Context: an optimization exercise on an open-source flow, tuned for small area and a short achievable clock period. The choices shown serve that exercise and are no tape-out recipe. At most, simulation tests tie the RTL to the original design; equivalence was not proved. For run 7, only the layout was checked, not whether the RTL still works. Power figures rest on the tool's default switching activity, not on a simulated workload.

**flow/flow/run.sh**
```bash
#!/bin/bash
# Standard ORFS flow, with smaller port buffers, a clock tree of larger
# sink clusters without dummy loads, and timing repair asked to leave extra
# setup slack so that IO paths get optimised too.
export BUFFER_PORTS_ARGS="-buffer_cell sky130_fd_sc_hd__buf_1"
export SETUP_SLACK_MARGIN=78.25
export CTS_ARGS="-sink_clustering_enable -repair_clock_nets -dont_use_dummy_load -buf_list {sky130_fd_sc_hd__clkbuf_4} -sink_clustering_size 8 -sink_clustering_max_diameter 50"
bash standard.sh > standard.log 2>&1
```
**flow/standard.sh**
```bash
#!/bin/bash
# synth_recipe.tcl (not shown) runs the flow's synth.tcl, then flattens the netlist and writes it again
# the make line also repeats each setting of config.mk as NAME=value (left out here)
make -C /OpenROAD-flow-scripts/flow DESIGN_CONFIG=/design/flow/config.mk WORK_HOME=/design/flow/orfs CLKGATE_MAP_FILE= SYNTH_SCRIPT=/design/flow/synth_recipe.tcl "${@:-finish}"
```
**flow/config.mk**
```make
export PLATFORM = sky130hd
export DESIGN_NAME = interrupt_controller
export DESIGN_NICKNAME = interrupt_controller
export VERILOG_FILES = /design/flow/design.v
export SDC_FILE = /design/flow/constraint.sdc
export NUM_CORES = 4
export LEC_CHECK = 0
export CAP_MARGIN = 20
export CORE_MARGIN = 2
export CORE_UTILIZATION = 35
export PLACE_DENSITY = 0.5
export SLEW_MARGIN = 20
export SYNTH_HIERARCHICAL = 1
export SYNTH_MINIMUM_KEEP_SIZE = 0
```
**flow/constraint.sdc**
```tcl
create_clock -name core_clock -period 100.0 [get_ports {PCLK}]
set_input_delay 20.0000 -clock core_clock [delete_from_list [all_inputs] [get_ports {PCLK}]]
set_output_delay 20.0000 -clock core_clock [all_outputs]
set_load 0.01 [all_outputs]
```
**flow/design.v**
```verilog
module ic_ao3n (
    input  logic a1, b1, a2, b2, a3, b3,
    output logic y
);
    assign y = ~((a1 & b1) | (a2 & b2) | (a3 & b3));
endmodule
module ic_oh32 (
    input  logic [31:0] s,
    input  logic [31:0] d,
    output logic        q
);
    logic [10:0] y;
    for (genvar k = 0; k < 10; k++) begin : g_ao
        ic_ao3n u_ao (.a1(s[3*k]),   .b1(d[3*k]),
                      .a2(s[3*k+1]), .b2(d[3*k+1]),
                      .a3(s[3*k+2]), .b3(d[3*k+2]), .y(y[k]));
    end
    assign y[10] = ~((s[30] & d[30]) | (s[31] & d[31]));
    assign q = ~&y;
endmodule
module ic_ohmux #(parameter int W = 5) (
    input  logic [31:0]     sel,
    input  logic [32*W-1:0] d,
    output logic [W-1:0]    q
);
    for (genvar b = 0; b < W; b++) begin : g_bit
        logic [31:0] col;
        for (genvar i = 0; i < 32; i++) begin : g_col
            assign col[i] = d[W*i + b];
        end
        ic_oh32 u_oh (.s(sel), .d(col), .q(q[b]));
    end
endmodule
module ic_elim_p (
    input  logic [31:0] c,
    input  logic [31:0] p,
    input  logic [31:0] v,
    output logic [31:0] c_out_n
);
    wire [31:0] z   = c & ~(p & v);
    wire        any = |z;
    assign c_out_n = ~(z | (c & {32{~any}}));
endmodule
module ic_elim_n (
    input  logic [31:0] c_n,
    input  logic [31:0] p,
    input  logic [31:0] v,
    output logic [31:0] c_out
);
    wire [31:0] z_n = c_n | (p & v);
    wire        any = ~&z_n;
    assign c_out = ~(z_n & (c_n | {32{any}}));
endmodule
module ic_first_stage (
    input  logic c_n,
    input  logic seen_in,
    output logic first,
    output logic seen_out
);
    assign first    = ~(c_n | seen_in);
    assign seen_out = seen_in | ~c_n;
endmodule
module ic_first (
    input  logic [31:0] c_n,
    output logic [31:0] first
);
    logic [32:0] seen;
    assign seen[0] = 1'b0;
    assign first[0] = ~c_n[0];
    assign seen[1]  = ~c_n[0];
    for (genvar i = 1; i < 32; i++) begin : g_st
        ic_first_stage u_st (.c_n(c_n[i]), .seen_in(seen[i]),
                             .first(first[i]), .seen_out(seen[i+1]));
    end
endmodule
module interrupt_controller (
    input  logic         PCLK,
    input  logic         rstn,
    input  logic         PSEL,
    input  logic         PENABLE,
    input  logic         PWRITE,
    input  logic [4:0]   PADDR,
    input  logic [31:0]  PWDATA,
    output logic [31:0]  PRDATA,
    output logic         PREADY,
    output logic         PSLVERR,
    input  logic [31:0]  IRQ,
    input  logic [4:0]   index,
    output logic [3:0]   INT,
    output logic [4:0]   IRQ_VECTOR
);
logic [31:0] irq_enable;
logic [31:0] irq_disable;
logic [31:0] irq_status;
logic [31:0] irq_type;         
logic        type_valid;       
logic [31:0] irq_ack;
logic [31:0] irq_f;
logic [31:0] tbl_valid;
logic [4:0]  irq_priority     [31:0];
logic [3:0]  irq_map          [31:0];
logic [4:0]  irq_vector_table [31:0];
wire acc = PSEL & PENABLE;
wire wr  = acc & PWRITE;
wire rd  = acc & ~PWRITE;
wire wr_status = wr & (PADDR == 5'h00);
wire wr_enable = wr & (PADDR == 5'h04);
wire wr_disable= wr & (PADDR == 5'h08);
wire wr_prio   = wr & (PADDR == 5'h0C);
wire wr_ack    = wr & (PADDR == 5'h10);
wire wr_type   = wr & (PADDR == 5'h14);
wire wr_vec    = wr & (PADDR == 5'h18);
wire wr_map    = wr & (PADDR == 5'h1C);
wire wr_tbl    = wr_prio | wr_vec | wr_map;
logic [31:0] idx_oh;
always_comb
    for (int i = 0; i < 32; i++)
        idx_oh[i] = (index == i[4:0]);
always_ff @(posedge PCLK)
    irq_f <= IRQ;
always_ff @(posedge PCLK or negedge rstn)
    if (!rstn)
        irq_status <= 32'b0;
    else if (wr_status)
        irq_status <= irq_status | PWDATA;
    else
        irq_status <= (irq_status | (irq_f & ~irq_disable & irq_enable)) & ~(~(irq_type & {32{type_valid}}) & irq_ack);
always_ff @(posedge PCLK or negedge rstn)
    if (!rstn) begin
        irq_enable  <= 32'b0;
        irq_disable <= 32'b0;
        irq_ack     <= 32'b0;
    end else begin
        if (wr_enable)  irq_enable  <= irq_enable  | PWDATA;
        if (wr_disable) irq_disable <= irq_disable | PWDATA;
        if (wr_ack)     irq_ack     <= irq_ack     | PWDATA;
    end
always_ff @(posedge PCLK or negedge rstn)
    if (!rstn)        type_valid <= 1'b0;
    else if (wr_type) type_valid <= 1'b1;
always_ff @(posedge PCLK)
    if (wr_type) irq_type <= PWDATA;
always_ff @(posedge PCLK or negedge rstn)
    if (!rstn)       tbl_valid <= 32'b0;
    else if (wr_tbl) tbl_valid <= tbl_valid | idx_oh;
wire [4:0] d_prio = PWDATA[4:0] & {5{wr_prio}};
wire [4:0] d_vec  = PWDATA[4:0] & {5{wr_vec}};
wire [3:0] d_map  = PWDATA[3:0] & {4{wr_map}};
always_ff @(posedge PCLK)
    for (int i = 0; i < 32; i++) begin
        if (idx_oh[i] & (wr_prio | (wr_tbl & ~tbl_valid[i]))) irq_priority[i]     <= d_prio;
        if (idx_oh[i] & (wr_map  | (wr_tbl & ~tbl_valid[i]))) irq_map[i]          <= d_map;
        if (idx_oh[i] & (wr_vec  | (wr_tbl & ~tbl_valid[i]))) irq_vector_table[i] <= d_vec;
    end
logic [159:0] prio_flat, vec_flat;
logic [127:0] map_flat;
logic [31:0]  prio_bit [0:4];
always_comb
    for (int i = 0; i < 32; i++) begin
        prio_flat[5*i +: 5] = irq_priority[i];
        vec_flat[5*i +: 5]  = irq_vector_table[i];
        map_flat[4*i +: 4]  = irq_map[i];
        for (int b = 0; b < 5; b++)
            prio_bit[b][i] = irq_priority[i][b];
    end
wire [31:0] rd_sel = idx_oh & tbl_valid;
logic [4:0] rd_prio, rd_vec;
logic [3:0] rd_map;
ic_ohmux #(.W(5)) u_rd_prio (.sel(rd_sel), .d(prio_flat), .q(rd_prio));
ic_ohmux #(.W(5)) u_rd_vec  (.sel(rd_sel), .d(vec_flat),  .q(rd_vec));
ic_ohmux #(.W(4)) u_rd_map  (.sel(rd_sel), .d(map_flat),  .q(rd_map));
logic [8:0] rd_word;
always_comb begin
    rd_word[0] = rd & (PADDR == 5'h00);
    rd_word[1] = rd & (PADDR == 5'h04);
    rd_word[2] = rd & (PADDR == 5'h08);
    rd_word[3] = rd & (PADDR == 5'h0C);
    rd_word[4] = rd & (PADDR == 5'h10);
    rd_word[5] = rd & (PADDR == 5'h14);
    rd_word[6] = rd & (PADDR == 5'h18);
    rd_word[7] = rd & (PADDR == 5'h1C);
    rd_word[8] = ~rd;
end
wire rd_type = rd_word[5] & type_valid;
logic [31:0] prdata_d;
for (genvar b = 0; b < 32; b++) begin : g_prdata
    logic [2:0] y;
    ic_ao3n u_ao0 (.a1(rd_word[0]), .b1(irq_status[b]),
                   .a2(rd_word[1]), .b2(irq_enable[b]),
                   .a3(rd_word[2]), .b3(irq_disable[b]), .y(y[0]));
    ic_ao3n u_ao1 (.a1(rd_word[4]), .b1(irq_ack[b]),
                   .a2(rd_type),    .b2(irq_type[b]),
                   .a3(rd_word[8]), .b3(PRDATA[b]),      .y(y[1]));
    if (b < 4) begin : g_tbl
        ic_ao3n u_ao2 (.a1(rd_word[3]), .b1(rd_prio[b]),
                       .a2(rd_word[6]), .b2(rd_vec[b]),
                       .a3(rd_word[7]), .b3(rd_map[b]),  .y(y[2]));
    end else if (b == 4) begin : g_tbl4
        assign y[2] = ~((rd_word[3] & rd_prio[b]) | (rd_word[6] & rd_vec[b]));
    end else begin : g_no_tbl
        assign y[2] = 1'b1;
    end
    assign prdata_d[b] = ~&y;
end
always_ff @(posedge PCLK or negedge rstn)
    if (!rstn) PRDATA <= 32'b0;
    else       PRDATA <= prdata_d;
always_ff @(posedge PCLK or negedge rstn)
    if (!rstn)    PREADY <= 1'b0;
    else if (acc) PREADY <= 1'b1;
assign PSLVERR = 1'b0;
logic [31:0] c1_n, c2, c3_n, c4, c5_n;
ic_elim_p u_e4 (.c(irq_status), .p(prio_bit[4]), .v(tbl_valid), .c_out_n(c1_n));
ic_elim_n u_e3 (.c_n(c1_n),     .p(prio_bit[3]), .v(tbl_valid), .c_out(c2));
ic_elim_p u_e2 (.c(c2),         .p(prio_bit[2]), .v(tbl_valid), .c_out_n(c3_n));
ic_elim_n u_e1 (.c_n(c3_n),     .p(prio_bit[1]), .v(tbl_valid), .c_out(c4));
ic_elim_p u_e0 (.c(c4),         .p(prio_bit[0]), .v(tbl_valid), .c_out_n(c5_n));
logic [31:0] first;
ic_first u_first (.c_n(c5_n), .first(first));
wire valid = ~&c5_n[30:0];
wire [31:0] sel_oh = {~valid, first[30:0]};
wire [31:0] vec_pick = sel_oh & tbl_valid;
wire [31:0] map_pick = {first[31] & tbl_valid[31], vec_pick[30:0]};
logic [4:0] vec_sel;
logic [3:0] map_sel;
ic_ohmux #(.W(5)) u_sel_vec (.sel(vec_pick), .d(vec_flat), .q(vec_sel));
ic_ohmux #(.W(4)) u_sel_map (.sel(map_pick), .d(map_flat), .q(map_sel));
always_ff @(posedge PCLK or negedge rstn)
    if (!rstn) INT <= 4'b0000;
    else if (map_sel[3:2] == 2'b00) INT[map_sel[1:0]] <= valid;
always_ff @(posedge PCLK or negedge rstn)
    if (!rstn) IRQ_VECTOR <= 5'b11111;
    else       IRQ_VECTOR <= vec_sel;
endmodule
```
==> results of run 1 <==
[metrics by stage]
stage | hold slack, ns | cell area [um2]
final | 0.468 | 34700
after global routing | 0.480 | 34700
after CTS | 0.467 | 34400
after detailed placement | 0.447 | 33200
after global placement | 0.441 | 33200
after floorplan | 0.439 | 31300
[routing by layer]
layer  part of all wire (%)  vias to the layer above  global-route usage, %  wire length (um)
li1                       -                    10322                      -                 -
met1                     40                    12335                   34.5             48600
met2                     46                     1476                   40.9             56300
met3                    8.3                      276                   3.54             10100
met4                    5.8                        0                   12.7              7020
met5                      0                        -                      0                 0
[state kept, by name (all words and copies together) (netlist names), 5 cells and up]
signal / count
irq_priority: 160
irq_vector_table: 160
irq_map: 128
PRDATA: 32
irq_ack: 32
irq_disable: 32
irq_enable: 32
irq_f: 32
irq_status: 32
irq_type: 32
tbl_valid: 32
IRQ_VECTOR: 5
[timing repair]
item,CTS,global route
buffers inserted,22,5
cloned,0,6
setup endpoints to repair,45,285
endpoints found under the hold margin,0,0
hold buffers,0,0
pin swaps,21,34
resized for setup,50,55
[layout make-up]
class | count | area (um2)
multi-input combinational | 1521 | 11000
antenna | 5 | 12.5
inverter | 43 | 161
clock buffer | 110 | 826
tap | 1165 | 1460
sequential | 715 | 20100
fill | 8388 | 53400
timing repair buffer | 185 | 1090
[power by group]
part | internal, W | total, W | switching, W
Combinational | 0.0000297 | 0.0000842 | 0.0000545
Sequential | 0.000322 | 0.000337 | 0.0000153
Clock | 0.0000499 | 0.000148 | 0.0000984
Total | 0.000401 | 0.000570 | 0.000168
[worst paths after layout]
kind	from	cells after the start	to	slack [ns]
max	index[4]	9	PRDATA[1]	77.98
min	PREADY	1	PREADY	0.47
max reg2reg	tbl_valid[19]	68	INT[0]	83.82
min reg2reg	PREADY	1	PREADY	0.47
max in group asynchronous	rstn	3	INT[2]	78.69
min in group asynchronous	rstn	1	irq_ack[13]	19.13
[critical path, cell delays in order]
cell	delay (ns)
buf_8	0.11
and3b_2	0.24
and3_4	0.21
buf_6	0.13
a222oi_1	0.49
nand4_1	0.42
or4_4	0.58
a222oi_1	0.44
nand3_1	0.15
==> results.toml, run 1 <==
[detailed_routing]
vias = 24409
postRouteAntennaNets = 0
firstDrtPassIters = 13
drc_errors = 0
wl_per_cell_um = 32.6
routed_via_density = 6.52
wl_um = 122000
drtIter0Drc = 4091

[timing]
fmax_mhz = 45.4
worst_pin_slew_ns = 1.35
rsz0062_at_grt = "yes"
timing.setup.tns_ns = 0
setup_viol = 0
max_slew_margin_pct = 10.2
fin_ws_ns = 77.98
skew_ns = 0.0925
slew_viol_final = 0
fin_crit_sh_pct = 22.0
hold_viol = 0
finalCriticalPeriod_ns = 22.02

[placed_design]
place_inst = 3596
io_buffer_count = 120
dp_hpwl_um = 88400
place_ws_ns = 76.93
gp_congestion = 1.02

[floorplanning]
dieHeight_um = 302
ios = 122
initial_core_util_pct = 35.2
die_width_um = 302
core_area_um2 = 88100
die-area_um2 = 90900
row_count = 109

[power_and_ir_drop]
powerDensity_nw_per_um2 = 16.4
fin_total_pwr_w = 0.000570
peakVddDrop_mv = 0.00759
p_leak_nw = 11.4

[global_routing]
grt_max_degree = 65
grt_antenna_before_repair = 3
track_usage_pct = 25.7
grt_pass1_vias = 23554
overflow = 0
grt_pass1_wl_um = 169000

[critical_path]
arrival_ns = 22.79
path_class = "in -> reg"
critPathLaunchType = "input port"
cp.required_ns = 100.77
path_max_fanout = 6
end_kind = "flop"

[worst_hold_path]
worstHoldPathType = "reg -> reg"

[final_layout]
final_cell_mix = "480 x edfxtp_1, 298 x a222oi_1, 249 x nand2_1"
final_common_cell = "edfxtp_1"
stdcell_count = 3744
syn2layout_area_growth_pct = 12.0
drive_above_1_share_pct = 17.0
fin_nets = 2660
final_util_pct = 39.4

[cts]
clkTransAtPathRegs_ns = 0.09
h-tree-depth = 3
clock_tree.root_cell = "clkbuf_4"
cts_tree = "built"
cts_buffers = 110
clock_sinks = 715
worstSkewPairLatency_ns = 0.95
cts_buffer_depth = 3

[logic_synthesis]
synthCells = 2339
netlist_area_um2 = 31000
yosysWarnings = 15
syn_avg_cell_area_um2 = 13.2
syn_nets = 2423

[status]
run_status = "complete, no violations"

[run]
cap_violations = 0
==> inputs of run 2 (changes only) <==
--- a/flow/flow/run.sh
+++ b/flow/flow/run.sh
@@ -4,5 +4,5 @@
 # setup slack so that IO paths get optimised too.
 export BUFFER_PORTS_ARGS="-buffer_cell sky130_fd_sc_hd__buf_1"
-export SETUP_SLACK_MARGIN=78.25
+export SETUP_SLACK_MARGIN=78.1
 export CTS_ARGS="-sink_clustering_enable -repair_clock_nets -dont_use_dummy_load -buf_list {sky130_fd_sc_hd__clkbuf_4} -sink_clustering_size 8 -sink_clustering_max_diameter 50"
 bash standard.sh > standard.log 2>&1
==> results.toml, run 2 <==
[critical_path]
end_kind = "flop"
reg2reg_to = "INT[0]"
critPathLaunchType = "input port"
cp-startpoint = "index[0]"
rrSetupSlack_ns = 84.03
crit-reg2reg-launch = "tbl_valid[0]"
path_max_fanout = 8
critPathCapture = "PRDATA[3]"
path_class = "in -> reg"
arrival_ns = 22.91
cp.required_ns = 100.79
rr_worst_depth = 68

[timing]
worst_pin_slew_ns = 1.33
timing.setup.tns_ns = 0
fin_crit_sh_pct = 22.1
slew_viol_final = 0
fmax_mhz = 45.2
hold_viol = 0
skew_ns = 0.101
max_slew_margin_pct = 11.6
rsz0062_at_grt = "yes"
finalCriticalPeriod_ns = 22.12
setup_viol = 0

[power_and_ir_drop]
p_seq_share_pct = 59.0
powerDensity_nw_per_um2 = 16.6
peakVddDrop_mv = 0.00822
p_clk_share_pct = 26.4
p_leak_nw = 11.3
switching_share_pct = 29.6
power.internal_w = 0.000402
p_sw_w = 0.000169
combPwrFrac_pct = 14.6

[final_layout]
fin_nets = 2653
reg_top3 = "irq_priority (160), irq_vector_table (160), irq_map (128)"
final_cell_mix = "480 x edfxtp_1, 298 x a222oi_1, 249 x nand2_1"
syn2layout_area_growth_pct = 11.0
drive_above_1_share_pct = 15.5
final_common_cell = "edfxtp_1"
stdcell_count = 3737

[logic_synthesis]
synthCells = 2339
netlist_area_um2 = 31000
yosysWarnings = 15
syn_avg_cell_area_um2 = 13.2
syn_nets = 2423

[placed_design]
dp_hpwl_um = 86800
gp_congestion = 0.991
io_buffer_count = 120
place_inst = 3599

[cts]
cts_buffer_depth = 3
worstSkewPairLatency_ns = 0.97
clkTransAtPathRegs_ns = 0.10
clock_sinks = 715
clock_tree.root_cell = "clkbuf_4"
h-tree-depth = 3
cts_buffers = 111
ctsHoldBuffers = 0
cts_tree = "built"

[detailed_routing]
wl_per_cell_um = 31.8
routed_via_density = 6.49
vias = 24250
drtIter0Drc = 4321
wl_um = 119000
postRouteAntennaNets = 0
firstDrtPassIters = 13
drc_errors = 0

[floorplanning]
dieHeight_um = 302
initial_core_util_pct = 35.2
ios = 122
die-area_um2 = 90900
row_count = 109
die_width_um = 302
core_area_um2 = 88100

[status]
run_status = "complete, no violations"

[global_routing]
grt_pass1_wl_um = 167000
track_usage_pct = 25.4
grt_pass1_vias = 23725
grt_max_degree = 67
overflow = 0
grt_antenna_before_repair = 2

[run]
cap_violations = 0

[worst_hold_path]
worstHoldPathType = "reg -> reg"
[run 2: layout make-up]
| type | count | area [um2] |
|---|---|---|
| diodes | 5 | 12.5 |
| repair buffers | 180 | 1020 |
| well taps | 1165 | 1460 |
| multi-input cells | 1518 | 10800 |
| clock buffers | 111 | 833 |
| fillers | 8464 | 53700 |
| flip-flops and latches | 715 | 20100 |
| inverters | 43 | 161 |
[run 2: critical path: stages]
cell	delay (ns)
buf_8	0.11
nor2b_4	0.12
buf_6	0.13
and3_4	0.20
buf_4	0.17
a222oi_1	0.52
nand4_1	0.31
or4_4	0.54
a222oi_1	0.66
nand3_1	0.15
[run 2: per-stage QoR]
| stage | hold slack (ns) | utilization [%] | instance area, um2 | power [W] | setup slack [ns] |
|---|---|---|---|---|---|
| floorplan | 0.439 | - | 31200 | 0.000386 | 77.91 |
| global route | 0.497 | 39.0 | 34400 | 0.000594 | 78.02 |
| global placement | 0.446 | 37.5 | 33000 | 0.000422 | 76.84 |
| detailed placement | 0.460 | 37.5 | 33100 | 0.000423 | 76.76 |
| CTS | 0.483 | 38.7 | 34100 | 0.000574 | 78.10 |
| finish | 0.481 | 39.0 | 34400 | 0.000570 | 77.88 |
[run 2: worst min path at each step]
stage               cells after the start         endpoint       startpoint  slack, ns
finish                                  2  irq_disable[30]  irq_disable[30]       0.48
detailed placement                      2   irq_disable[8]   irq_disable[8]       0.46
CTS                                     1      irq_ack[25]      irq_ack[25]       0.48
global route                            2   irq_disable[5]   irq_disable[5]       0.50
floorplan                               2   irq_disable[0]   irq_disable[0]       0.44
global placement                        1           PREADY           PREADY       0.45
[run 2: power by group through the flow]
stage          clock network (W)  registers (W)  logic [W]
2_1_floorplan                  0       0.000336  0.0000499
3_3_place_gp                   0       0.000342  0.0000801
3_5_place_dp                   0       0.000343  0.0000807
4_1_cts                 0.000156       0.000336  0.0000815
5_1_grt                 0.000167       0.000337  0.0000889
6_report                0.000151       0.000336  0.0000832
[run 2: repair_timing]
item	4_1_cts	5_1_grt
pin swaps	11	11
cloned	0	2
resized for setup	38	46
setup endpoints to repair	4	194
setup buffers	14	6
[run 2: metal layers]
metal	wire (um)	GRT usage (%)
met1	47500	33.2
met2	55300	41.2
met3	8940	3.23
met4	7050	13.6
met5	20	0
==> inputs of run 3 (changes only) <==
--- a/flow/flow/run.sh
+++ b/flow/flow/run.sh
@@ -4,5 +4,5 @@
 # setup slack so that IO paths get optimised too.
 export BUFFER_PORTS_ARGS="-buffer_cell sky130_fd_sc_hd__buf_1"
-export SETUP_SLACK_MARGIN=78.1
+export SETUP_SLACK_MARGIN=78
 export CTS_ARGS="-sink_clustering_enable -repair_clock_nets -dont_use_dummy_load -buf_list {sky130_fd_sc_hd__clkbuf_4} -sink_clustering_size 8 -sink_clustering_max_diameter 50"
 bash standard.sh > standard.log 2>&1
==> results.toml, run 3 <==
[power_and_ir_drop]
p_leak_nw = 11.1
powerDensity_nw_per_um2 = 16.7
peakVddDrop_mv = 0.00745

[cts]
cts_buffers = 108
h-tree-depth = 3
clock_sinks = 715
worstSkewPairLatency_ns = 0.97
cts_tree = "built"
clock_tree.root_cell = "clkbuf_4"
clkTransAtPathRegs_ns = 0.09
cts_buffer_depth = 3
cts_setup_buffers = 0

[run]
cap_violations = 0

[final_layout]
fin_nets = 2623
design_area_um2 = 33800
fillers = 8427
stdcell_count = 3705
reg_top3 = "irq_priority (160), irq_vector_table (160), irq_map (128)"
syn2layout_area_growth_pct = 9.25
final_common_cell = "edfxtp_1"
drive_above_1_share_pct = 12.1
final_util_pct = 38.4
final_cell_mix = "480 x edfxtp_1, 298 x a222oi_1, 249 x nand2_1"

[placed_design]
place_inst = 3594
dp_hpwl_um = 87700
placed_cell_area_um2 = 33000
gp_congestion = 0.963
io_buffer_count = 120

[timing]
max_slew_margin_pct = 29.2
skew_ns = 0.0805
slew_viol_final = 0
timing.setup.tns_ns = 0
fmax_mhz = 45.3
fin_crit_sh_pct = 22.1
worst_pin_slew_ns = 1.06
hold_viol = 0
worst_hold_slack_ns = 0.461
finalCriticalPeriod_ns = 22.08
setup_viol = 0
rsz0062_at_grt = "yes"

[detailed_routing]
wl_um = 118000
drc_errors = 0
drtIter0Drc = 4602
wl_per_cell_um = 31.8
routed_via_density = 6.52
firstDrtPassIters = 14
postRouteAntennaNets = 0
vias = 24163

[global_routing]
overflow = 0
grt_pass1_wl_um = 167000
track_usage_pct = 25.4
grt_antenna_before_repair = 1
grt_pass1_vias = 23728
grt_max_degree = 76

[logic_synthesis]
netlist_area_um2 = 31000
syn_avg_cell_area_um2 = 13.2
yosysWarnings = 15
syn_nets = 2423
synthCells = 2339

[floorplanning]
dieHeight_um = 302
die-area_um2 = 90900
ios = 122
core_area_um2 = 88100
initial_core_util_pct = 35.2
row_count = 109
die_width_um = 302

[critical_path]
critPathLaunchType = "input port"
cp.required_ns = 100.79
end_kind = "flop"
arrival_ns = 22.87
path_max_fanout = 14
path_class = "in -> reg"

[worst_hold_path]
worstHoldPathType = "reg -> reg"

[status]
run_status = "complete, no violations"
[run 3: what timing repair did]
action                     CTS  global route
setup endpoints to repair    0            14
hold buffers                 0             0
resized for setup            0            16
[run 3: area by class of cell]
class	instances	area, um2	share of cell area (%)
Timing Repair Buffer	155	721	2.13
Antenna cell	3	7.51	0.0222
Sequential cell	715	20100	59.5
Multi-Input combinational cell	1516	10500	31.2
Tap cell	1165	1460	4.31
Inverter	43	161	0.477
Clock buffer	108	811	2.40
[run 3: critical path, cell delays in order]
cell,delay (ns)
buf_1,0.35
nor2_1,0.24
and3_2,0.40
a222oi_1,0.52
nand4_1,0.33
or4_4,0.54
a222oi_1,0.34
nand3_1,0.14
[run 3: path summary, 6_finish.rpt]
path | end | cells past startpoint | startpoint | slack [ns]
setup / recovery | PRDATA[2] | 8 | index[4] | 77.92
max in group asynchronous | tbl_valid[30] | 3 | rstn | 78.95
min in group asynchronous | PRDATA[14] | 1 | rstn | 19.00
hold / removal | PREADY | 1 | PREADY | 0.46
setup reg to reg | INT[0] | 68 | tbl_valid[1] | 83.06
hold reg to reg | PREADY | 1 | PREADY | 0.46
[run 3: power by group]
part           switching, W  internal [W]
Combinational     0.0000531     0.0000289
Sequential        0.0000148      0.000322
Clock             0.0000989     0.0000491
[run 3: layer usage]
| layer | part of all wire (%) | global-route usage, % | routed length [um] |
|---|---|---|---|
| met3 | 8.0 | 3.87 | 9380 |
| met1 | 41 | 33.9 | 47700 |
| met5 | 0 | 0 | 0 |
| met2 | 46 | 39.9 | 53700 |
| met4 | 5.9 | 13.8 | 7000 |
[run 3: per-stage QoR]
| stage | setup slack (ns) | total power (W) |
|---|---|---|
| CTS | 78.06 | 0.000572 |
| global route | 77.99 | 0.000590 |
| detailed placement | 77.01 | 0.000424 |
| finish | 77.92 | 0.000567 |
| floorplan | 77.91 | 0.000386 |
| global placement | 76.84 | 0.000423 |
==> inputs of run 4 (changes only) <==
--- a/flow/config.mk
+++ b/flow/config.mk
@@ -9,5 +9,5 @@
 export CORE_MARGIN = 2
 export CORE_UTILIZATION = 35
-export PLACE_DENSITY = 0.5
+export PLACE_DENSITY = 0.7
 export SLEW_MARGIN = 20
 export SYNTH_HIERARCHICAL = 1
==> results.toml, run 4 <==
[critical_path]
rrSetupSlack_ns = 83.74
cp.required_ns = 100.75
cp_common_cell = "a222oi_1"
end_kind = "flop"
crit_path_max_incr_delay_ns = 0.55
critPathLaunchType = "input port"
arrival_ns = 22.87
path_max_fanout = 14
path_class = "in -> reg"
rr_worst_depth = 67
crit-reg2reg-launch = "tbl_valid[30]"
crit_chain = "clkbuf_2 > and3b_1 > and3_1 > a222oi_1 > nand4_1 > or4_4 > a222oi_1 > nand3_1"
crit_slowest_cell = "a222oi_1"
reg2reg_to = "INT[3]"

[placed_design]
place_ws_ns = 77.00
dp_hpwl_um = 75600
gp_congestion = 0.995
io_buffer_count = 120

[logic_synthesis]
yosysWarnings = 15
syn_nets = 2423
synthCells = 2339
netlist_area_um2 = 31000
syn_avg_cell_area_um2 = 13.2

[detailed_routing]
postRouteAntennaNets = 0
vias = 24034
wl_um = 103000
routed_via_density = 6.49
wl_per_cell_um = 27.9
firstDrtPassIters = 13
drtIter0Drc = 4897
drc_errors = 0

[timing]
setup_viol = 0
fin_crit_sh_pct = 22.1
fin_ws_ns = 77.88
rsz0062_at_grt = "yes"
skew_ns = 0.0651
timing.setup.tns_ns = 0
worst_pin_slew_ns = 1.08
worst_hold_slack_ns = 0.461
slew_viol_final = 0
fmax_mhz = 45.2
max_slew_margin_pct = 28.2
hold_viol = 0
finalCriticalPeriod_ns = 22.12

[global_routing]
busiest_layer = "met2"
grt_antenna_before_repair = 12
grt_pass1_vias = 22826
use_met2_pct = 35.1
grt_max_degree = 65
track_usage_pct = 22.3
overflow = 0
met3_usage_pct = 6.04
use_met1_pct = 29.6
grt_pass1_wl_um = 151000

[final_layout]
fillers = 8462
final_common_cell = "edfxtp_1"
reg_top3 = "irq_priority (160), irq_vector_table (160), irq_map (128)"
syn2layout_area_growth_pct = 9.02
final_cell_mix = "480 x edfxtp_1, 298 x a222oi_1, 249 x nand2_1"
drive_above_1_share_pct = 11.6
final_util_pct = 38.3
fin_nets = 2617
regArea_um2 = 20100
multi_input_area_um2 = 10500

[worst_hold_path]
worstHoldPathCells = 2
min_from = "irq_type[9]"
holdPathEnd = "PRDATA[9]"
worstHoldPathType = "reg -> reg"

[cts]
ctsHoldBuffers = 0
cts_setup_buffers = 0
cts_buffer_depth = 3
clkTransAtPathRegs_ns = 0.10
cts_tree = "built"
h-tree-depth = 3
clock_sinks = 715
cts_buffers = 103
worstSkewPairLatency_ns = 0.90
clock_tree.root_cell = "clkbuf_4"

[power_and_ir_drop]
p_leak_nw = 11.1
powerDensity_nw_per_um2 = 16.6
peakVddDrop_mv = 0.00744

[floorplanning]
initial_core_util_pct = 35.2
die-area_um2 = 90900
core_area_um2 = 88100
row_count = 109
dieHeight_um = 302
die_width_um = 302
ios = 122

[run]
cap_violations = 0

[status]
run_status = "complete, no violations"
==> run 4: stage by stage <==
| step | total power (W) | area, um2 | cells |
|---|---|---|---|
| 3_5_place_dp | 0.000419 | 32900 | 3593 |
| 3_3_place_gp | 0.000418 | 32900 | 3593 |
| 6_report | 0.000559 | 33800 | 3702 |
| 5_1_grt | 0.000580 | 33800 | 3702 |
| 4_1_cts | 0.000558 | 33700 | 3696 |
| 2_1_floorplan | 0.000386 | 31100 | 2339 |
==> run 4: how the worst max path moves through the flow <==
stage,start,end,cells past startpoint
after global placement,index[3],PRDATA[0],8
after CTS,index[2],PRDATA[0],8
after detailed placement,index[3],PRDATA[0],8
final,index[2],PRDATA[0],8
after floorplan,PADDR[1],irq_vector_table[0][0],5
after global routing,index[4],PRDATA[0],8
==> run 4: critical path: cells and delay by family <==
family,cells,cell delay (ns)
simple gates,5,1.65
compound gates,2,1.02
buf+inv,1,0.20
==> run 4: timing repair <==
item / CTS / global route
resized for setup: 3 / 11
pin swaps: 3 / 6
setup endpoints to repair: 1 / 10
cloned: 0 / 0
==> run 4: where the power goes <==
part / switching, W / internal [W]
Combinational: 0.0000523 / 0.0000288
Clock: 0.0000955 / 0.0000470
Sequential: 0.0000139 / 0.000322
Total: 0.000162 / 0.000398
==> run 4: per-layer routing <==
metal,routed length [um],up-vias
met5,54,-
met4,3510,8
met3,12700,239
met2,47100,1707
met1,39900,11867
li1,-,10213
==> run 4: cell type report <==
class	instances	area share, %
sequential	715	59.6
multi-input combinational	1516	31.1
tap	1165	4.32
clock buffer	103	2.29
timing repair buffer	154	2.11
inverter	43	0.478
antenna	6	0.0445
==> inputs of run 5 (changes only) <==
--- a/flow/design.v
+++ b/flow/design.v
@@ -97,4 +97,5 @@
 logic [31:0] irq_ack;
 logic [31:0] irq_f;
+logic [7:0]  grp_valid;        
 logic [31:0] tbl_valid;
 logic [4:0]  irq_priority     [31:0];
@@ -141,15 +142,26 @@
 always_ff @(posedge PCLK)
     if (wr_type) irq_type <= PWDATA;
-always_ff @(posedge PCLK or negedge rstn)
-    if (!rstn)       tbl_valid <= 32'b0;
-    else if (wr_tbl) tbl_valid <= tbl_valid | idx_oh;
-wire [4:0] d_prio = PWDATA[4:0] & {5{wr_prio}};
-wire [4:0] d_vec  = PWDATA[4:0] & {5{wr_vec}};
-wire [3:0] d_map  = PWDATA[3:0] & {4{wr_map}};
+wire [7:0] grp_hit   = {8{wr_tbl}} & (8'b1 << index[4:2]);
+wire [7:0] grp_first = grp_hit & ~grp_valid;
+always_ff @(posedge PCLK or negedge rstn)
+    if (!rstn) grp_valid <= 8'b0;
+    else       grp_valid <= grp_valid | grp_hit;
+always_comb
+    for (int i = 0; i < 32; i++)
+        tbl_valid[i] = grp_valid[i/4];
+logic [4:0] d_prio [0:3];
+logic [4:0] d_vec  [0:3];
+logic [3:0] d_map  [0:3];
+always_comb
+    for (int k = 0; k < 4; k++) begin
+        d_prio[k] = PWDATA[4:0] & {5{wr_prio & (index[1:0] == k[1:0])}};
+        d_vec[k]  = PWDATA[4:0] & {5{wr_vec  & (index[1:0] == k[1:0])}};
+        d_map[k]  = PWDATA[3:0] & {4{wr_map  & (index[1:0] == k[1:0])}};
+    end
 always_ff @(posedge PCLK)
     for (int i = 0; i < 32; i++) begin
-        if (idx_oh[i] & (wr_prio | (wr_tbl & ~tbl_valid[i]))) irq_priority[i]     <= d_prio;
-        if (idx_oh[i] & (wr_map  | (wr_tbl & ~tbl_valid[i]))) irq_map[i]          <= d_map;
-        if (idx_oh[i] & (wr_vec  | (wr_tbl & ~tbl_valid[i]))) irq_vector_table[i] <= d_vec;
+        if ((idx_oh[i] & wr_prio) | grp_first[i/4]) irq_priority[i]     <= d_prio[i%4];
+        if ((idx_oh[i] & wr_map)  | grp_first[i/4]) irq_map[i]          <= d_map[i%4];
+        if ((idx_oh[i] & wr_vec)  | grp_first[i/4]) irq_vector_table[i] <= d_vec[i%4];
     end
 logic [159:0] prio_flat, vec_flat;
--- a/flow/config.mk
+++ b/flow/config.mk
@@ -9,5 +9,5 @@
 export CORE_MARGIN = 2
 export CORE_UTILIZATION = 35
-export PLACE_DENSITY = 0.7
+export PLACE_DENSITY = 0.5
 export SLEW_MARGIN = 20
 export SYNTH_HIERARCHICAL = 1
==> results.toml, run 5 <==
[worst_hold_path]
holdPathEnd = "PRDATA[22]"
worstHoldPathCells = 2
min_from = "irq_type[22]"
worstHoldPathType = "reg -> reg"

[logic_synthesis]
syn_avg_cell_area_um2 = 12.9
syn_nets = 2430
synthCells = 2346
netlist_area_um2 = 30300
yosysWarnings = 21

[floorplanning]
die-area_um2 = 89000
die_width_um = 298
initial_core_util_pct = 35.5
ios = 122
dieHeight_um = 298
core_area_um2 = 85500
row_count = 107

[cts]
cts_buffer_depth = 3
cts_buffers = 105
clock_sinks = 691
cts_tree = "built"
clkTransAtPathRegs_ns = 0.10
h-tree-depth = 3
clock_tree.root_cell = "clkbuf_4"
worstSkewPairLatency_ns = 1.08

[critical_path]
cp.required_ns = 100.84
rrSetupSlack_ns = 83.64
rr_worst_depth = 66
path_class = "in -> reg"
critPathLaunchType = "input port"
reg2reg_to = "INT[2]"
arrival_ns = 23.06
end_kind = "flop"
crit-reg2reg-launch = "grp_valid[4]"
path_max_fanout = 14

[placed_design]
gp_congestion = 0.996
placed_cell_area_um2 = 32500
dp_hpwl_um = 101000
io_buffer_count = 120

[timing]
setup_viol = 0
hold_viol = 0
finalCriticalPeriod_ns = 22.22
fmax_mhz = 45.0
skew_ns = 0.181
timing.setup.tns_ns = 0
slew_viol_final = 0
fin_crit_sh_pct = 22.2
rsz0062_at_grt = "yes"
worst_pin_slew_ns = 1.17
max_slew_margin_pct = 21.5

[detailed_routing]
wl_per_cell_um = 38.5
drtIter0Drc = 4811
postRouteAntennaNets = 0
drc_errors = 0
vias = 25315
wl_um = 143000
routed_via_density = 6.80
firstDrtPassIters = 11

[run]
cap_violations = 0

[final_layout]
final_common_cell = "edfxtp_1"
drive_above_1_share_pct = 12.5
design_area_um2 = 33500
fin_nets = 2657
syn2layout_area_growth_pct = 10.3
reg_top3 = "irq_priority (160), irq_vector_table (160), irq_map (128)"
fillers = 8169
final_cell_mix = "480 x edfxtp_1, 298 x a222oi_1, 268 x nand2_1"

[power_and_ir_drop]
p_leak_nw = 11.1
powerDensity_nw_per_um2 = 17.1
peakVddDrop_mv = 0.00742
fin_total_pwr_w = 0.000571

[global_routing]
grt_max_degree = 67
grt_pass1_wl_um = 195000
grt_pass1_vias = 24615
track_usage_pct = 31.4
overflow = 0
grt_antenna_before_repair = 9

[status]
run_status = "complete, no violations"
==> run 5: layer usage <==
layer / wire length (um) / global-route usage, % / vias up
met5: 28 / 0 / -
met4: 8220 / 17.0 / 4
met3: 15400 / 7.72 / 418
met2: 66200 / 49.9 / 1858
met1: 53400 / 39.7 / 12765
li1: - / - / 10270
==> run 5: cell type report <==
class / instances / area (um2) / share of cell area (%)
diodes: 9 / 22.5 / 0.0673
clock buffers: 105 / 788 / 2.36
inverters: 37 / 139 / 0.415
multi-input cells: 1535 / 10400 / 31.2
flip-flops and latches: 691 / 19500 / 58.4
well taps: 1144 / 1430 / 4.28
repair buffers: 203 / 1110 / 3.33
==> run 5: what timing repair did <==
action	4_1_cts	5_1_grt
setup endpoints to repair	130	142
buffers inserted	8	2
resized for setup	5	22
hold endpoints to repair	0	0
hold buffers	0	0
gates cloned	0	0
pin swaps	5	11
==> run 5: critical path: stages <==
cell and delay (ns):
buf_1 0.29, nor3_1 0.27, and3_2 0.47, a222oi_1 0.71, nand2_1 0.17, or4_4 0.64
a222oi_1 0.38, nand3_1 0.11
==> run 5: worst max-delay path by stage <==
stage                                     to  slack (ns)      from
after floorplan                    PRDATA[0]       77.77  index[1]
after global placement    irq_priority[4][0]       76.30  index[2]
after detailed placement  irq_priority[5][1]       76.72  PADDR[3]
after CTS                          PRDATA[3]       77.96  index[0]
after global routing               PRDATA[3]       77.90  index[4]
final                              PRDATA[3]       77.78  index[4]
==> run 5: report_power, final <==
| group | internal [W] | leakage, nW | switching, W |
|---|---|---|---|
| sequential | 0.000313 | 5.86 | 0.0000152 |
| clock | 0.0000477 | 0.483 | 0.0000986 |
| combinational | 0.0000339 | 4.78 | 0.0000625 |
| total | 0.000395 | 11.1 | 0.000176 |
==> run 5: per-stage QoR <==
stage | std cells | worst slack [ns] | hold slack, ns | utilization, %
after global routing | 3719 | 77.90 | 0.447 | 39.1
after CTS | 3712 | 77.96 | 0.402 | 39.0
after detailed placement | 3599 | 76.72 | 0.445 | 38.0
final | 3724 | 77.78 | 0.380 | 39.1
after global placement | 3595 | 76.30 | 0.449 | 37.9
after floorplan | 2346 | 77.77 | 0.439 | -
==> inputs of run 6 (changes only) <==
--- a/flow/design.v
+++ b/flow/design.v
@@ -143,5 +143,4 @@
     if (wr_type) irq_type <= PWDATA;
 wire [7:0] grp_hit   = {8{wr_tbl}} & (8'b1 << index[4:2]);
-wire [7:0] grp_first = grp_hit & ~grp_valid;
 always_ff @(posedge PCLK or negedge rstn)
     if (!rstn) grp_valid <= 8'b0;
@@ -161,7 +160,7 @@
 always_ff @(posedge PCLK)
     for (int i = 0; i < 32; i++) begin
-        if ((idx_oh[i] & wr_prio) | grp_first[i/4]) irq_priority[i]     <= d_prio[i%4];
-        if ((idx_oh[i] & wr_map)  | grp_first[i/4]) irq_map[i]          <= d_map[i%4];
-        if ((idx_oh[i] & wr_vec)  | grp_first[i/4]) irq_vector_table[i] <= d_vec[i%4];
+        if ((idx_oh[i] & wr_prio) | ~grp_valid[i/4]) irq_priority[i]     <= d_prio[i%4];
+        if ((idx_oh[i] & wr_map)  | ~grp_valid[i/4]) irq_map[i]          <= d_map[i%4];
+        if ((idx_oh[i] & wr_vec)  | ~grp_valid[i/4]) irq_vector_table[i] <= d_vec[i%4];
     end
 logic [159:0] prio_flat, vec_flat;
==> results.toml, run 6 <==
[critical_path]
cp.required_ns = 100.79
cp-startpoint = "index[1]"
path_max_fanout = 20
rr_worst_depth = 68
arrival_ns = 22.98
rrSetupSlack_ns = 84.75
end_kind = "flop"
reg2reg_to = "INT[3]"
critPathLaunchType = "input port"
path_class = "in -> reg"
crit-reg2reg-launch = "grp_valid[3]"
critPathCapture = "PRDATA[1]"

[placed_design]
io_buffer_count = 120
place_inst = 3563
gp_congestion = 0.991
dp_hpwl_um = 94800
place_ws_ns = 76.62

[detailed_routing]
vias = 24529
wl_um = 127000
postRouteAntennaNets = 0
drtIter0Drc = 4736
routed_via_density = 6.66
drc_errors = 0
firstDrtPassIters = 17
wl_per_cell_um = 34.4

[logic_synthesis]
syn_nets = 2424
syn_avg_cell_area_um2 = 13.0
yosysWarnings = 21
netlist_area_um2 = 30300
synthCells = 2340

[timing]
skew_ns = 0.0948
timing.setup.tns_ns = 0
finalCriticalPeriod_ns = 22.18
fin_ws_ns = 77.82
fin_crit_sh_pct = 22.2
max_slew_margin_pct = 18.3
fmax_mhz = 45.1
slew_viol_final = 0
hold_viol = 0
rsz0062_at_grt = "yes"
setup_viol = 0
worst_pin_slew_ns = 1.21

[global_routing]
track_usage_pct = 27.7
grt_pass1_vias = 24058
grt_max_degree = 66
grt_antenna_before_repair = 3
grt_pass1_wl_um = 177000
overflow = 0

[final_layout]
fillers = 8170
multi_input_area_um2 = 10300
final_common_cell = "edfxtp_1"
syn2layout_area_growth_pct = 9.22
drive_above_1_share_pct = 11.6
regArea_um2 = 19500
fin_nets = 2620
stdcell_count = 3682
reg_top3 = "irq_priority (160), irq_vector_table (160), irq_map (128)"
final_cell_mix = "480 x edfxtp_1, 298 x a222oi_1, 268 x nand2_1"

[power_and_ir_drop]
powerDensity_nw_per_um2 = 17.8
p_leak_nw = 12.7
peakVddDrop_mv = 0.00764

[floorplanning]
die_width_um = 298
initial_core_util_pct = 35.5
die-area_um2 = 89100
ios = 122
row_count = 107
dieHeight_um = 298
core_area_um2 = 85500

[worst_hold_path]
worstHoldPathType = "reg -> reg"

[cts]
clkTransAtPathRegs_ns = 0.10
cts_buffer_depth = 3
cts_buffers = 113
h-tree-depth = 3
ctsHoldBuffers = 0
clock_tree.root_cell = "clkbuf_4"
clock_sinks = 691
cts_tree = "built"
worstSkewPairLatency_ns = 0.94

[status]
run_status = "complete, no violations"

[run]
cap_violations = 0
run 6: power breakdown:
part | leakage [nW] | internal (W) | switching [W]
Sequential | 8.13 | 0.000327 | 0.0000235
Clock | 0.520 | 0.0000511 | 0.0000979
Combinational | 4.02 | 0.0000290 | 0.0000622
run 6: cell type report:
| class | count | area share, % |
|---|---|---|
| flip-flops and latches | 691 | 59.0 |
| multi-input cells | 1526 | 31.2 |
| well taps | 1144 | 4.32 |
| clock buffers | 113 | 2.56 |
| repair buffers | 168 | 2.49 |
| inverters | 36 | 0.408 |
| diodes | 4 | 0.0302 |
run 6: through the flow:
| step | utilization, % | instance area (um2) | power (W) | hold slack (ns) |
|---|---|---|---|---|
| after CTS | 38.7 | 33100 | 0.000593 | 0.441 |
| after floorplan | - | 30400 | 0.000400 | 0.439 |
| after global routing | 38.7 | 33100 | 0.000615 | 0.478 |
| after detailed placement | 37.6 | 32200 | 0.000445 | 0.458 |
| after global placement | 37.6 | 32200 | 0.000445 | 0.437 |
| final | 38.7 | 33100 | 0.000591 | 0.467 |
run 6: what timing repair did:
action / CTS / global route
gates resized for setup: 19 / 22
hold endpoints to repair: 0 / 0
buffers inserted: 1 / 1
pin swaps: 4 / 9
setup endpoints to repair: 5 / 12
run 6: critical path: stages:
cell and delay (ns):
buf_2 0.16, nor2b_1 0.15, buf_4 0.21, and3_4 0.29, a222oi_1 0.44, nand4_1 0.29, or4_4 0.51, a222oi_1 0.72
nand3_1 0.18
run 6: worst min-delay path by stage:
stage / startpoint / to / cells past startpoint
finish: irq_type[13] / PRDATA[13] / 2
global route: irq_type[18] / PRDATA[18] / 2
CTS: irq_type[18] / PRDATA[18] / 2
detailed placement: irq_disable[25] / irq_disable[25] / 2
global placement: PREADY / PREADY / 1
floorplan: irq_disable[0] / irq_disable[0] / 2
run 6: per-layer routing:
metal | vias to the layer above | global-route usage [%] | part of all wire, %
li1 | 10186 | - | -
met1 | 12351 | 34.9 | 38
met2 | 1660 | 45.9 | 48
met3 | 332 | 4.33 | 8.3
met4 | 0 | 14.3 | 5.9
met5 | - | 0 | 0
==> inputs of run 7 (changes only) <==
--- a/flow/design.v
+++ b/flow/design.v
@@ -175,5 +175,6 @@
             prio_bit[b][i] = irq_priority[i][b];
     end
-wire [31:0] rd_sel = idx_oh & tbl_valid;
+wire [31:0] rd_sel = idx_oh;
+wire        rd_grp_valid = grp_valid[index[4:2]];
 logic [4:0] rd_prio, rd_vec;
 logic [3:0] rd_map;
@@ -194,4 +195,7 @@
 end
 wire rd_type = rd_word[5] & type_valid;
+wire rd_prio_sel = rd_word[3] & rd_grp_valid;
+wire rd_vec_sel  = rd_word[6] & rd_grp_valid;
+wire rd_map_sel  = rd_word[7] & rd_grp_valid;
 logic [31:0] prdata_d;
 for (genvar b = 0; b < 32; b++) begin : g_prdata
@@ -204,9 +208,9 @@
                    .a3(rd_word[8]), .b3(PRDATA[b]),      .y(y[1]));
     if (b < 4) begin : g_tbl
-        ic_ao3n u_ao2 (.a1(rd_word[3]), .b1(rd_prio[b]),
-                       .a2(rd_word[6]), .b2(rd_vec[b]),
-                       .a3(rd_word[7]), .b3(rd_map[b]),  .y(y[2]));
+        ic_ao3n u_ao2 (.a1(rd_prio_sel), .b1(rd_prio[b]),
+                       .a2(rd_vec_sel),  .b2(rd_vec[b]),
+                       .a3(rd_map_sel),  .b3(rd_map[b]),  .y(y[2]));
     end else if (b == 4) begin : g_tbl4
-        assign y[2] = ~((rd_word[3] & rd_prio[b]) | (rd_word[6] & rd_vec[b]));
+        assign y[2] = ~((rd_prio_sel & rd_prio[b]) | (rd_vec_sel & rd_vec[b]));
     end else begin : g_no_tbl
         assign y[2] = 1'b1;
==> results.toml, run 7 <==
[status]
run_status = "complete, no violations"

[logic_synthesis]
syn_nets = 2426
syn_avg_cell_area_um2 = 12.9
yosysWarnings = 21
synthCells = 2342
netlist_area_um2 = 30200

[timing]
slew_viol_final = 0
fin_crit_sh_pct = 22.2
finalCriticalPeriod_ns = 22.20
rsz0062_at_grt = "yes"
fin_ws_ns = 77.80
worst_pin_slew_ns = 1.30
setup_viol = 0
max_slew_margin_pct = 12.7
hold_viol = 0
skew_ns = 0.156
fmax_mhz = 45.1
timing.setup.tns_ns = 0

[final_layout]
final_common_cell = "edfxtp_1"
design_area_um2 = 34400
reg_top3 = "irq_priority (160), irq_vector_table (160), irq_map (128)"
drive_above_1_share_pct = 16.7
fin_nets = 2743
final_cell_mix = "480 x edfxtp_1, 298 x a222oi_1, 243 x nand2_1"
stdcell_count = 3814
syn2layout_area_growth_pct = 13.7

[cts]
worstSkewPairLatency_ns = 1.01
cts_tree = "built"
h-tree-depth = 3
clkTransAtPathRegs_ns = 0.10
cts_buffers = 107
ctsHoldBuffers = 0
clock_tree.root_cell = "clkbuf_4"
cts_buffer_depth = 3
clock_sinks = 691

[power_and_ir_drop]
p_leak_nw = 13.4
peakVddDrop_mv = 0.00685
powerDensity_nw_per_um2 = 17.5
fin_total_pwr_w = 0.000603

[placed_design]
dp_hpwl_um = 101000
io_buffer_count = 120
place_ws_ns = 76.12
placed_cell_area_um2 = 32300
gp_congestion = 1.03
place_inst = 3600

[floorplanning]
dieHeight_um = 298
die_width_um = 298
ios = 122
initial_core_util_pct = 35.4
core_area_um2 = 85400
row_count = 107
die-area_um2 = 88800

[detailed_routing]
firstDrtPassIters = 15
drtIter0Drc = 5618
drc_errors = 0
wl_um = 146000
vias = 26082
postRouteAntennaNets = 0
routed_via_density = 6.84
wl_per_cell_um = 38.2

[global_routing]
grt_pass1_wl_um = 199000
overflow = 0
track_usage_pct = 32.0
grt_max_degree = 74
grt_pass1_vias = 25243
grt_antenna_before_repair = 6

[critical_path]
path_max_fanout = 14
arrival_ns = 23.06
rrSetupSlack_ns = 84.48
critPathLaunchType = "input port"
end_kind = "flop"
cp.required_ns = 100.87
path_class = "in -> reg"

[run]
cap_violations = 0

[worst_hold_path]
worstHoldPathType = "reg -> reg"
[run 7: changes by cell type in the layout (fill, tap and decap cells not counted), sizes merged, moves of 3 or more]
cell and delta:
and3 -31, buf +112, inv +21, diode +9, nor2 +3, mux2i +3, clkbuf -6, nand2 +3
clkinvlp +13
[run 7: what timing repair did]
action	in CTS	in global routing
setup buffers	66	24
pin swaps	20	32
setup endpoints to repair	5	22
gates resized for setup	71	55
cloned	1	0
endpoints found under the hold margin	0	0
[run 7: final timing paths]
kind	to	cells past startpoint	from
max	PRDATA[0]	10	index[1]
min	PREADY	1	PREADY
max reg2reg	INT[2]	65	grp_valid[4]
min reg2reg	PREADY	1	PREADY
max in group asynchronous	grp_valid[1]	2	rstn
min in group asynchronous	irq_status[13]	1	rstn
[run 7: final cells by class]
type | instances | area [um2]
Timing Repair Buffer | 280 | 1890
Inverter | 70 | 374
Fill cell | 8196 | 51000
Sequential cell | 691 | 19500
Clock buffer | 107 | 803
Multi-Input combinational cell | 1509 | 10300
Tap cell | 1144 | 1430
Antenna cell | 13 | 32.5
[run 7: metal layers]
metal	global-route usage [%]	wire, um
met5	0	0
met4	21.0	11600
met3	9.20	18300
met2	48.4	63300
met1	39.9	52700
[run 7: metrics by stage]
stage / hold WS (ns) / util (%)
2_1_floorplan: 0.439 / -
3_3_place_gp: 0.449 / 37.8
3_5_place_dp: 0.458 / 37.8
4_1_cts: 0.472 / 39.7
5_1_grt: 0.489 / 40.2
6_report: 0.477 / 40.2
[run 7: report_power, final]
group / leakage, nW / internal, W / switching, W
Clock: 0.492 / 0.0000485 / 0.0000991
Sequential: 8.12 / 0.000327 / 0.0000239
Combinational: 4.79 / 0.0000324 / 0.0000720
[run 7: critical path, stage by stage]
cell	delay [ns]
buf_8	0.13
and2_4	0.20
buf_12	0.13
nand2_1	0.16
inv_4	0.16
a222oi_1	0.44
nand4_1	0.21
or4_4	0.60
a222oi_1	0.87
nand3_1	0.14
==> inputs of run 8 (changes only) <==
--- a/flow/design.v
+++ b/flow/design.v
@@ -175,6 +175,5 @@
             prio_bit[b][i] = irq_priority[i][b];
     end
-wire [31:0] rd_sel = idx_oh;
-wire        rd_grp_valid = grp_valid[index[4:2]];
+wire [31:0] rd_sel = idx_oh & tbl_valid;
 logic [4:0] rd_prio, rd_vec;
 logic [3:0] rd_map;
@@ -195,7 +194,4 @@
 end
 wire rd_type = rd_word[5] & type_valid;
-wire rd_prio_sel = rd_word[3] & rd_grp_valid;
-wire rd_vec_sel  = rd_word[6] & rd_grp_valid;
-wire rd_map_sel  = rd_word[7] & rd_grp_valid;
 logic [31:0] prdata_d;
 for (genvar b = 0; b < 32; b++) begin : g_prdata
@@ -208,9 +204,9 @@
                    .a3(rd_word[8]), .b3(PRDATA[b]),      .y(y[1]));
     if (b < 4) begin : g_tbl
-        ic_ao3n u_ao2 (.a1(rd_prio_sel), .b1(rd_prio[b]),
-                       .a2(rd_vec_sel),  .b2(rd_vec[b]),
-                       .a3(rd_map_sel),  .b3(rd_map[b]),  .y(y[2]));
+        ic_ao3n u_ao2 (.a1(rd_word[3]), .b1(rd_prio[b]),
+                       .a2(rd_word[6]), .b2(rd_vec[b]),
+                       .a3(rd_word[7]), .b3(rd_map[b]),  .y(y[2]));
     end else if (b == 4) begin : g_tbl4
-        assign y[2] = ~((rd_prio_sel & rd_prio[b]) | (rd_vec_sel & rd_vec[b]));
+        assign y[2] = ~((rd_word[3] & rd_prio[b]) | (rd_word[6] & rd_vec[b]));
     end else begin : g_no_tbl
         assign y[2] = 1'b1;
==> flow/flow/run.sh (replaced) <==
#!/bin/bash
# Standard ORFS flow with these changes:
#  - port buffers: buf_4 on inputs, buf_1 on outputs (flow/ports.tcl, run
#    just before global placement in place of the standard buffer_ports);
#  - a clock tree of larger sink clusters without dummy loads;
#  - timing repair asked to leave extra setup slack so that IO paths get
#    optimised too.
export DONT_BUFFER_PORTS=1
export PRE_GLOBAL_PLACE_TCL=$PWD/flow/ports.tcl
export SETUP_SLACK_MARGIN=78
export CTS_ARGS="-sink_clustering_enable -repair_clock_nets -dont_use_dummy_load -buf_list {sky130_fd_sc_hd__clkbuf_4} -sink_clustering_size 8 -sink_clustering_max_diameter 50"
bash standard.sh > standard.log 2>&1
==> flow/flow/ports.tcl (new file) <==
# Port buffers: buf_4 on the inputs (they fan out inside the design),
# buf_1 on the outputs (each drives only its pin).
buffer_ports -inputs -buffer_cell sky130_fd_sc_hd__buf_4
buffer_ports -outputs -buffer_cell sky130_fd_sc_hd__buf_1
==> results.toml, run 8 <==
[power_and_ir_drop]
peakVddDrop_mv = 0.00864
p_leak_nw = 12.5
fin_total_pwr_w = 0.000579
powerDensity_nw_per_um2 = 17.8

[critical_path]
critPathLaunchType = "input port"
path_max_fanout = 20
end_kind = "flop"
arrival_ns = 22.80
path_class = "in -> reg"
rr_worst_depth = 67
cp.required_ns = 100.80

[timing]
hold_viol = 0
slew_viol_final = 0
skew_ns = 0.133
finalCriticalPeriod_ns = 22.00
timing.setup.tns_ns = 0
fin_crit_sh_pct = 22.0
setup_viol = 0
worst_pin_slew_ns = 1.20
fmax_mhz = 45.5
max_slew_margin_pct = 19.3
rsz0062_at_grt = "no"

[detailed_routing]
vias = 23718
drc_errors = 0
firstDrtPassIters = 10
routed_via_density = 6.67
drtIter0Drc = 4547
postRouteAntennaNets = 0
wl_per_cell_um = 33.8
wl_um = 120000

[cts]
clock_tree.root_cell = "clkbuf_4"
cts_tree = "built"
ctsHoldBuffers = 0
clkTransAtPathRegs_ns = 0.09
clock_sinks = 691
cts_resized = 0
cts_buffers = 109
worstSkewPairLatency_ns = 0.95
h-tree-depth = 3
cts_buffer_depth = 3
cts_setup_buffers = 0

[logic_synthesis]
netlist_area_um2 = 30300
syn_nets = 2424
syn_avg_cell_area_um2 = 13.0
synthCells = 2340
yosysWarnings = 21

[final_layout]
fin_nets = 2491
syn2layout_area_growth_pct = 7.25
final_cell_mix = "480 x edfxtp_1, 298 x a222oi_1, 268 x nand2_1"
drive_above_1_share_pct = 10.8
reg_top3 = "irq_priority (160), irq_vector_table (160), irq_map (128)"
final_common_cell = "edfxtp_1"

[global_routing]
grt_antenna_before_repair = 4
grt_pass1_vias = 23016
track_usage_pct = 26.3
overflow = 0
grt_max_degree = 180
grt_pass1_wl_um = 169000

[floorplanning]
ios = 122
die_width_um = 298
dieHeight_um = 298
die-area_um2 = 89100
row_count = 107
core_area_um2 = 85500
initial_core_util_pct = 35.5

[status]
run_status = "complete, no violations"

[run]
cap_violations = 0

[placed_design]
io_buffer_count = 117
gp_congestion = 1.02
dp_hpwl_um = 89900

[worst_hold_path]
worstHoldPathType = "reg -> reg"
worstHoldPathCells = 2
run 8: cell types whose count changed in the layout (fill, tap and decap cells not counted), moves of 11 or more:
cell	previous run	this run
buf_1	114	0
buf_4	137	41
o21ai_0	64	119
o21ai_1	134	85
nand2_1	243	268
nand2_2	17	0
and3_1	1	16
clkinvlp_4	13	0
buf_6	12	0
inv_4	12	0
buf_12	11	0
run 8: power breakdown:
group	leakage, nW	switching (W)	internal, W
logic	3.85	0.0000561	0.0000280
clock network	0.502	0.0000953	0.0000494
registers	8.13	0.0000232	0.000327
run 8: per-stage QoR:
stage               hold slack [ns]  instances  area, um2  setup slack [ns]  util, %
finish                        0.413       3554      32500             78.00     38.0
global route                  0.456       3553      32500             78.07     38.0
CTS                           0.386       3547      32500             78.11     38.0
detailed placement            0.457       3438      31700             77.05     37.0
global placement              0.450       3438      31700             77.16     37.0
floorplan                     0.439       2340      30400             77.91        -
run 8: worst max-delay path, stage by stage:
cell,delay (ns)
nor2b_1,0.11
buf_4,0.20
and3_1,0.44
a222oi_1,0.51
nand4_1,0.28
or4_4,0.52
a222oi_1,0.57
nand3_1,0.13
run 8: layout make-up:
cell class / instances / area (um2)
tap: 1144 / 1430
inverter: 36 / 135
fill: 8093 / 53000
sequential: 691 / 19500
clock buffer: 109 / 818
timing repair buffer: 43 / 320
multi-input combinational: 1526 / 10300
antenna: 5 / 12.5
run 8: path summary, 6_finish.rpt:
| check | from | endpoint | slack (ns) |
|---|---|---|---|
| max in group asynchronous | rstn | type_valid | 80.68 |
| worst max-delay path | index[1] | PRDATA[2] | 78.00 |
| worst min register to register | irq_type[16] | PRDATA[16] | 0.41 |
| worst max register to register | grp_valid[1] | INT[3] | 83.91 |
| worst min-delay path | irq_type[16] | PRDATA[16] | 0.41 |
| min in group asynchronous | rstn | irq_disable[15] | 18.73 |
run 8: per-layer routing:
metal  wire (um)  part of all wire [%]  GRT usage, %  vias up
met2       56900                    47          43.2     1645
met5          13                 0.011             0        -
met4        6230                   5.2          12.3        2
met1       45900                    38          33.6    11843
met3       11300                   9.4          4.84      292
li1            -                     -             -     9936
==> inputs of run 9 (changes only) <==
--- a/flow/flow/run.sh
+++ b/flow/flow/run.sh
@@ -1,5 +1,5 @@
 #!/bin/bash
 # Standard ORFS flow with these changes:
-#  - port buffers: buf_4 on inputs, buf_1 on outputs (flow/ports.tcl, run
+#  - port buffers: buf_2 on inputs, buf_1 on outputs (flow/ports.tcl, run
 #    just before global placement in place of the standard buffer_ports);
 #  - a clock tree of larger sink clusters without dummy loads;
==> flow/flow/ports.tcl (replaced) <==
# Port buffers: buf_2 on the inputs (they fan out inside the design),
# buf_1 on the outputs (each drives only its pin).
buffer_ports -inputs -buffer_cell sky130_fd_sc_hd__buf_2
buffer_ports -outputs -buffer_cell sky130_fd_sc_hd__buf_1
==> results.toml, run 9 <==
[status]
run_status = "complete, no violations"

[timing]
slew_viol_final = 0
fin_crit_sh_pct = 22.0
worst_pin_slew_ns = 1.20
setup_viol = 0
fin_ws_ns = 78.00
fmax_mhz = 45.5
timing.setup.tns_ns = 0
max_slew_margin_pct = 19.3
finalCriticalPeriod_ns = 22.00
hold_viol = 0
rsz0062_at_grt = "no"
skew_ns = 0.133
worst_hold_slack_ns = 0.413

[final_layout]
syn2layout_area_growth_pct = 7.25
final_common_cell = "edfxtp_1"
drive_above_1_share_pct = 10.8
final_cell_mix = "480 x edfxtp_1, 298 x a222oi_1, 268 x nand2_1"
fin_nets = 2491
multi_input_area_um2 = 10300
fillers = 8093
regArea_um2 = 19500
reg_top3 = "irq_priority (160), irq_vector_table (160), irq_map (128)"

[floorplanning]
row_count = 107
die_width_um = 298
initial_core_util_pct = 35.5
core_area_um2 = 85500
ios = 122
die-area_um2 = 89100
dieHeight_um = 298

[placed_design]
dp_hpwl_um = 89900
io_buffer_count = 117
gp_congestion = 1.02
place_ws_ns = 77.05

[cts]
cts_buffer_depth = 3
h-tree-depth = 3
cts_buffers = 109
cts_tree = "built"
ctsHoldBuffers = 0
clkTransAtPathRegs_ns = 0.09
clock_tree.root_cell = "clkbuf_4"
worstSkewPairLatency_ns = 0.95
clock_sinks = 691
cts_setup_buffers = 0

[logic_synthesis]
syn_nets = 2424
netlist_area_um2 = 30300
synthCells = 2340
syn_avg_cell_area_um2 = 13.0
yosysWarnings = 21

[global_routing]
overflow = 0
grt_antenna_before_repair = 4
busiest_layer = "met2"
grt_pass1_vias = 23016
track_usage_pct = 26.3
met3_usage_pct = 4.84
grt_max_degree = 180
use_met2_pct = 43.2
grt_pass1_wl_um = 169000
use_met1_pct = 33.6

[critical_path]
end_kind = "flop"
crit_chain = "nor2b_1 > buf_4 > and3_1 > a222oi_1 > nand4_1 > or4_4 > a222oi_1 > nand3_1"
critPathBufInv = 1
cp_common_cell = "a222oi_1"
crit_family = "simple AND/OR/NAND/NOR gates"
crit_cells = 8
crit_slowest_cell = "a222oi_1"
arrival_ns = 22.80
critPathLaunchType = "input port"
path_class = "in -> reg"
rr_worst_depth = 67
rrSetupSlack_ns = 83.91
path_max_fanout = 20
crit_path_max_incr_delay_ns = 0.57
cp.required_ns = 100.80

[detailed_routing]
vias = 23718
drtIter0Drc = 4547
wl_per_cell_um = 33.8
wl_um = 120000
drc_errors = 0
firstDrtPassIters = 10
routed_via_density = 6.67
postRouteAntennaNets = 0

[power_and_ir_drop]
p_seq_share_pct = 60.5
power.internal_w = 0.000405
p_clk_share_pct = 25.0
p_leak_nw = 12.5
powerDensity_nw_per_um2 = 17.8
p_sw_w = 0.000175
peakVddDrop_mv = 0.00864
combPwrFrac_pct = 14.5
switching_share_pct = 30.1
fin_total_pwr_w = 0.000579

[worst_hold_path]
worstHoldPathCells = 2
worstHoldPathType = "reg -> reg"

[run]
cap_violations = 0
[run 9: what timing repair did]
action	CTS	global route
gates resized for setup	0	7
endpoints found under the setup margin	0	3
endpoints found under the hold margin	0	0
[run 9: layout make-up]
cell class	instances	area share [%]
Sequential cell	691	60.0
Multi-Input combinational cell	1526	31.6
Tap cell	1144	4.40
Clock buffer	109	2.51
Timing Repair Buffer	43	0.984
Inverter	36	0.415
Antenna cell	5	0.0385
[run 9: path summary, 6_finish.rpt]
| check | from | endpoint |
|---|---|---|
| setup reg to reg | grp_valid[1] | INT[3] |
| hold / removal | irq_type[16] | PRDATA[16] |
| min in group asynchronous | rstn | irq_disable[15] |
| setup / recovery | index[1] | PRDATA[2] |
| max in group asynchronous | rstn | type_valid |
| hold reg to reg | irq_type[16] | PRDATA[16] |
[run 9: power groups by stage]
stage	sequential, W	clock [W]	combinational, W
2_1_floorplan	0.000346	0	0.0000539
3_3_place_gp	0.000356	0	0.0000809
3_5_place_dp	0.000357	0	0.0000817
4_1_cts	0.000350	0.000150	0.0000820
5_1_grt	0.000353	0.000161	0.0000891
6_report	0.000350	0.000145	0.0000841
[run 9: tightest hold or removal path, cell delays in order, from the launching register on]
cell,delay (ns)
edfxtp_1,0.33
a222oi_1,0.06
nand2_1,0.07
[run 9: routing by layer]
metal,vias to the layer above,wire length (um)
met1,11843,45900
met3,292,11300
met4,2,6230
li1,9936,-
met2,1645,56900
met5,-,13
[run 9: per-stage QoR]
step	std cells	instance area [um2]	utilization (%)
CTS	3547	32500	38.0
global placement	3438	31700	37.0
detailed placement	3438	31700	37.0
finish	3554	32500	38.0
floorplan	2340	30400	-
global route	3553	32500	38.0

==> re-timing with driven ports <==
Ports are ideal in the flow. The routed layouts listed here were re-timed in OpenROAD.
Step 1 sets driving cells, clkbuf_16 on the clock port and buf_2 on the other inputs (assumed; they add their load-dependent delay and slew).
Step 2 also shifts input and output timing later by t, the mid clock arrival at the registers, as if the neighbouring blocks saw the same clock.
Slacks: ideal / step 1 / step 2; pairs: ideal / step 1.
| run | t, ns | setup WS [ns] | worst data-port slew with drivers (ns) | max-slew violations | max-capacitance violations |
|---|---|---|---|---|---|
| run 1 | 0.972 | 77.984 / 77.999 / 77.026 | 0.06 | 0 / 0 | 0 / 0 |
| run 2 | 0.982 | 77.875 / 77.879 / 76.896 | 0.08 | 0 / 0 | 0 / 0 |
| run 3 | 0.982 | 77.920 / 77.953 / 76.972 | 0.08 | 0 / 0 | 0 / 0 |
| run 4 | 0.931 | 77.877 / 77.866 / 76.935 | 0.09 | 0 / 0 | 0 / 0 |
| run 5 | 1.041 | 77.780 / 77.715 / 76.674 | 0.12 | 0 / 0 | 0 / 0 |
| run 6 | 0.962 | 77.817 / 77.839 / 76.877 | 0.07 | 0 / 0 | 0 / 0 |
| run 7 | 0.994 | 77.805 / 77.757 / 76.763 | 0.17 | 0 / 0 | 0 / 0 |
| run 8 | 0.934 | 78.001 / 76.714 / 75.780 | 4.43 | 0 / 180 | 0 / 1 |
| run 9 | 0.934 | 78.001 / 76.714 / 75.780 | 4.43 | 0 / 180 | 0 / 1 |
After both steps setup and hold are still met in every run listed. The drivers bring new slew violations in run 8 and run 9. With drivers on, capacitance violations rise in run 8 and run 9. Setup slack includes reset recovery checks.
